This design comes from an exercise in tuning for small area on the open sky130 flow, not from production work. Only simulation tests tie the RTL to the original design; equivalence was not proved. Power is estimated from default activity; no workload was simulated.

Setup of lane 1:
// myFFT16
module myFFT16 (
    input         i_clk,
    input         i_reset,
    input         i_valid,
    input  [15:0] i_data_in_i,
    input  [15:0] i_data_in_q,
    output [17:0] o_data_out_i,
    output [17:0] o_data_out_q,
    output        o_complete,
    output [2:0]  o_stateFFT,
    input         i_flag_ready_recive,
    output        o_flag_wayt_data
);
    myFFT #(.SIZE_BUFFER(4), .DATA_FFT_SIZE(16), .FAST("slow"), .TYPE("forvard"),
            .COMPENS_FP("add"), .MIN_FFT_x4(1), .USE_ROUND(1), .USE_DSP(1),
            .PARAREL_FFT(9'b111111111))
    u_fft (
        .i_clk(i_clk),
        .i_reset(i_reset),
        .i_valid(i_valid),
        .i_data_in_i(i_data_in_i),
        .i_data_in_q(i_data_in_q),
        .o_data_out_i(o_data_out_i),
        .o_data_out_q(o_data_out_q),
        .o_complete(o_complete),
        .o_stateFFT(o_stateFFT),
        .i_flag_ready_recive(i_flag_ready_recive),
        .o_flag_wayt_data(o_flag_wayt_data)
    );
endmodule
For scale: roughly 3100 flip-flops, roughly 77 I/O pins, ~150000 µm² of cells after synthesis.
==> flow/config.mk <==
export PLATFORM = sky130hd
export DESIGN_NAME = myFFT16
export DESIGN_NICKNAME = myFFT16
export VERILOG_FILES = /design/flow/design.v
export SDC_FILE = /design/flow/constraint.sdc
export NUM_CORES = 4
export LEC_CHECK = 0
export CAP_MARGIN = 0
export CORE_MARGIN = 2
export CORE_UTILIZATION = 60
export CTS_BUF_LIST = sky130_fd_sc_hd__clkbuf_8
export CTS_CLUSTER_DIAMETER = 60
export CTS_CLUSTER_SIZE = 16
export SLEW_MARGIN = 0
==> flow/constraint.sdc <==
create_clock -name core_clock -period 10.0 [get_ports {i_clk}]
set_input_delay 2.0000 -clock core_clock [delete_from_list [all_inputs] [get_ports {i_clk}]]
set_output_delay 2.0000 -clock core_clock [all_outputs]
set_load 0.01 [all_outputs]
standard.sh (not shown) runs the stock make flow with config.mk's settings and CLKGATE_MAP_FILE= SYNTH_SCRIPT=/design/flow/synth_recipe.tcl, a recipe that flattens the netlist after the stock synthesis.
==> flow/flow/run.sh <==
#!/bin/bash
set -e
export CTS_ARGS="-sink_clustering_enable -repair_clock_nets -dont_use_dummy_load -sink_clustering_size 16 -sink_clustering_max_diameter 60 -buf_list sky130_fd_sc_hd__clkbuf_8"
bash standard.sh > standard.log 2>&1
Modified inputs, lane 2 compared to lane 1
diff --git a/flow/design.v b/flow/design.v
--- a/flow/design.v
+++ b/flow/design.v
@@ -2387,24 +2387,24 @@
             begin
                 c = neg;
                 for (t = 0; t < DATA_FFT_SIZE; t = t + 1)
                 begin
                     bb = b[t] ^ neg;
                     rca[t] = a[t] ^ bb ^ c;
                     c = (a[t] & bb) | (a[t] & c) | (bb & c);
                 end
             end
         endfunction
         wire [1:0] n = counterReciveDataFFT[1:0];
-        wire [DATA_FFT_SIZE-1:0] base_i = n[0] ? s_i[1] : s_i[0];
-        wire [DATA_FFT_SIZE-1:0] base_q = n[0] ? s_q[1] : s_q[0];
+        wire [DATA_FFT_SIZE-1:0] base_i = ({DATA_FFT_SIZE{n == 2'd2}} & s_i[0]) | ({DATA_FFT_SIZE{n == 2'd3}} & s_i[1]);
+        wire [DATA_FFT_SIZE-1:0] base_q = ({DATA_FFT_SIZE{n == 2'd2}} & s_q[0]) | ({DATA_FFT_SIZE{n == 2'd3}} & s_q[1]);
         wire [DATA_FFT_SIZE-1:0] bp_i = rca(base_i, i_data_in_i, 1'b0);
         wire [DATA_FFT_SIZE-1:0] bp_q = rca(base_q, i_data_in_q, 1'b0);
         wire [DATA_FFT_SIZE-1:0] bm_i = ~rca(~base_i, i_data_in_i, 1'b0);    
         wire [DATA_FFT_SIZE-1:0] bm_q = ~rca(~base_q, i_data_in_q, 1'b0);
         always @(posedge i_clk) 
         begin : reciveDataFFT
             if(i_reset)   counterReciveDataFFT <= 0;
             else
             begin
                 if(counterReciveDataFFT < NFFT)
                 begin
@@ -2413,38 +2413,40 @@
                         counterReciveDataFFT <= counterReciveDataFFT + 1;
                     end
                 end
                 else counterReciveDataFFT <= 0;
             end
         end
         always @(posedge i_clk)
         begin : butterflies
             if(!counterReciveDataFFT[2] & i_valid & !i_reset)
             begin
                 nL <= n;
-                case (n)
-                2'd0: begin s_i[0] <= i_data_in_i; s_q[0] <= i_data_in_q; end
-                2'd1: begin s_i[1] <= i_data_in_i; s_q[1] <= i_data_in_q; end
-                2'd2: begin s_i[0] <= bp_i; s_q[0] <= bp_q; s_i[2] <= bm_i; s_q[2] <= bm_q; end
-                default: begin s_i[1] <= bp_i; s_q[1] <= bp_q; s_i[3] <= bm_i; s_q[3] <= bm_q; end
-                endcase
+                if (n[0]) begin s_i[1] <= bp_i; s_q[1] <= bp_q; end
+                else      begin s_i[0] <= bp_i; s_q[0] <= bp_q; end
+                if (n == 2'd2) begin s_i[2] <= bm_i; s_q[2] <= bm_q; end
+                if (n == 2'd3) begin s_i[3] <= bm_i; s_q[3] <= bm_q; end
             end
         end
         wire [1:0] rm = counterSendData[1:0];
         wire use_q = (nL != 2'd0);
         wire [DATA_FFT_SIZE-1:0] p_i = (rm[0] & nL[1]) ? s_i[2] : s_i[0];
         wire [DATA_FFT_SIZE-1:0] p_q = (rm[0] & nL[1]) ? s_q[2] : s_q[0];
-        wire [DATA_FFT_SIZE-1:0] q_i = {DATA_FFT_SIZE{use_q}} & ((rm[0] & (nL == 2'd3)) ? s_i[3] : s_i[1]);
-        wire [DATA_FFT_SIZE-1:0] q_q = {DATA_FFT_SIZE{use_q}} & ((rm[0] & (nL == 2'd3)) ? s_q[3] : s_q[1]);
-        wire [DATA_FFT_SIZE-1:0] x_i = rca(p_i, rm[0] ? q_q : q_i, (rm == 2'd2) | (rm == 2'd3));
-        wire [DATA_FFT_SIZE-1:0] x_q = rca(p_q, rm[0] ? q_i : q_q, (rm == 2'd2) | (rm == 2'd1));
+        wire q3 = rm[0] & (nL == 2'd3);
+        wire sel1i = use_q & !rm[0];           
+        wire sel1q = use_q & rm[0] & !q3;      
+        wire sel3  = use_q & q3;               
+        wire [DATA_FFT_SIZE-1:0] o_i = ({DATA_FFT_SIZE{sel1i}} & s_i[1]) | ({DATA_FFT_SIZE{sel1q}} & s_q[1]) | ({DATA_FFT_SIZE{sel3}} & s_q[3]);
+        wire [DATA_FFT_SIZE-1:0] o_q = ({DATA_FFT_SIZE{sel1i}} & s_q[1]) | ({DATA_FFT_SIZE{sel1q}} & s_i[1]) | ({DATA_FFT_SIZE{sel3}} & s_i[3]);
+        wire [DATA_FFT_SIZE-1:0] x_i = rca(p_i, o_i, (rm == 2'd2) | (rm == 2'd3));
+        wire [DATA_FFT_SIZE-1:0] x_q = rca(p_q, o_q, (rm == 2'd2) | (rm == 2'd1));
         reg [DATA_FFT_SIZE-1:0] reg_data_out_i;
         reg [DATA_FFT_SIZE-1:0] reg_data_out_q;
         assign o_data_out_i = reg_data_out_i;
         assign o_data_out_q = reg_data_out_q;
         always @(posedge i_clk) 
         begin : sendDataFFT
             if(i_reset) counterSendData <= 0;
             else if(state == stateComplete)
             begin
                 if((counterSendData < NFFT) & i_flag_ready_recive)
                 begin : FLAG_RECIVE_FFT
### Flow results
The number of nets in the synthesized netlist of lane 2 is lower than that of lane 1.
For the clock buffer count from CTS, lane 2 came in about 0.9% lower than lane 1 did.
Synthesized area on lane 2 is ahead of lane 1.
Of lane 2 and lane 1, the higher clock group share of total power belongs to lane 2.
Area of all placed cells without fillers of lane 2 falls short of that of lane 1 by a few percent.
Compared with lane 1, lane 2 instantiates a smaller number of cells.
NOTE number of clock buffer instances in the layout lane 1->lane 2 decreased slightly
Taking lane 1 as the reference, in lane 2 non-clock buffer count has increased; vertical die dimension has decreased; first-pass GRT wire length has decreased.

afterwards: timing with drivers on the ports:
In the flow no input, the clock included, has a driving cell. The finished layouts below were timed again as built, in two steps.
Step 1: set_driving_cell puts a clkbuf_16 on i_clk and a buf_2 on each other input, an assumption about the parent block.
Step 2 moves the port delays by t, midway between the first and last clock arrival at a register: inputs arrive t later, outputs are due t later. That takes back most of the time a late clock gives input paths.
Slacks: ideal ports / drivers / drivers and shift; pairs: ideal ports / drivers.
run | shift t [ns] | slack for setup (ns) | latest minus earliest clock arrival (ns) | worst data-port slew with drivers (ns)
lane 1 | 1.091 | 1.521 / 1.521 / 1.025 | 0.227 / 0.227 | 0.12
lane 2 | 1.067 | 1.525 / 1.525 / 0.589 | 0.219 / 0.219 | 0.10
After both steps every run listed still meets setup and hold. For lane 2, which loses most, drivers alone change the setup slack by 0.000 ns; drivers and shift together by -0.936 ns.
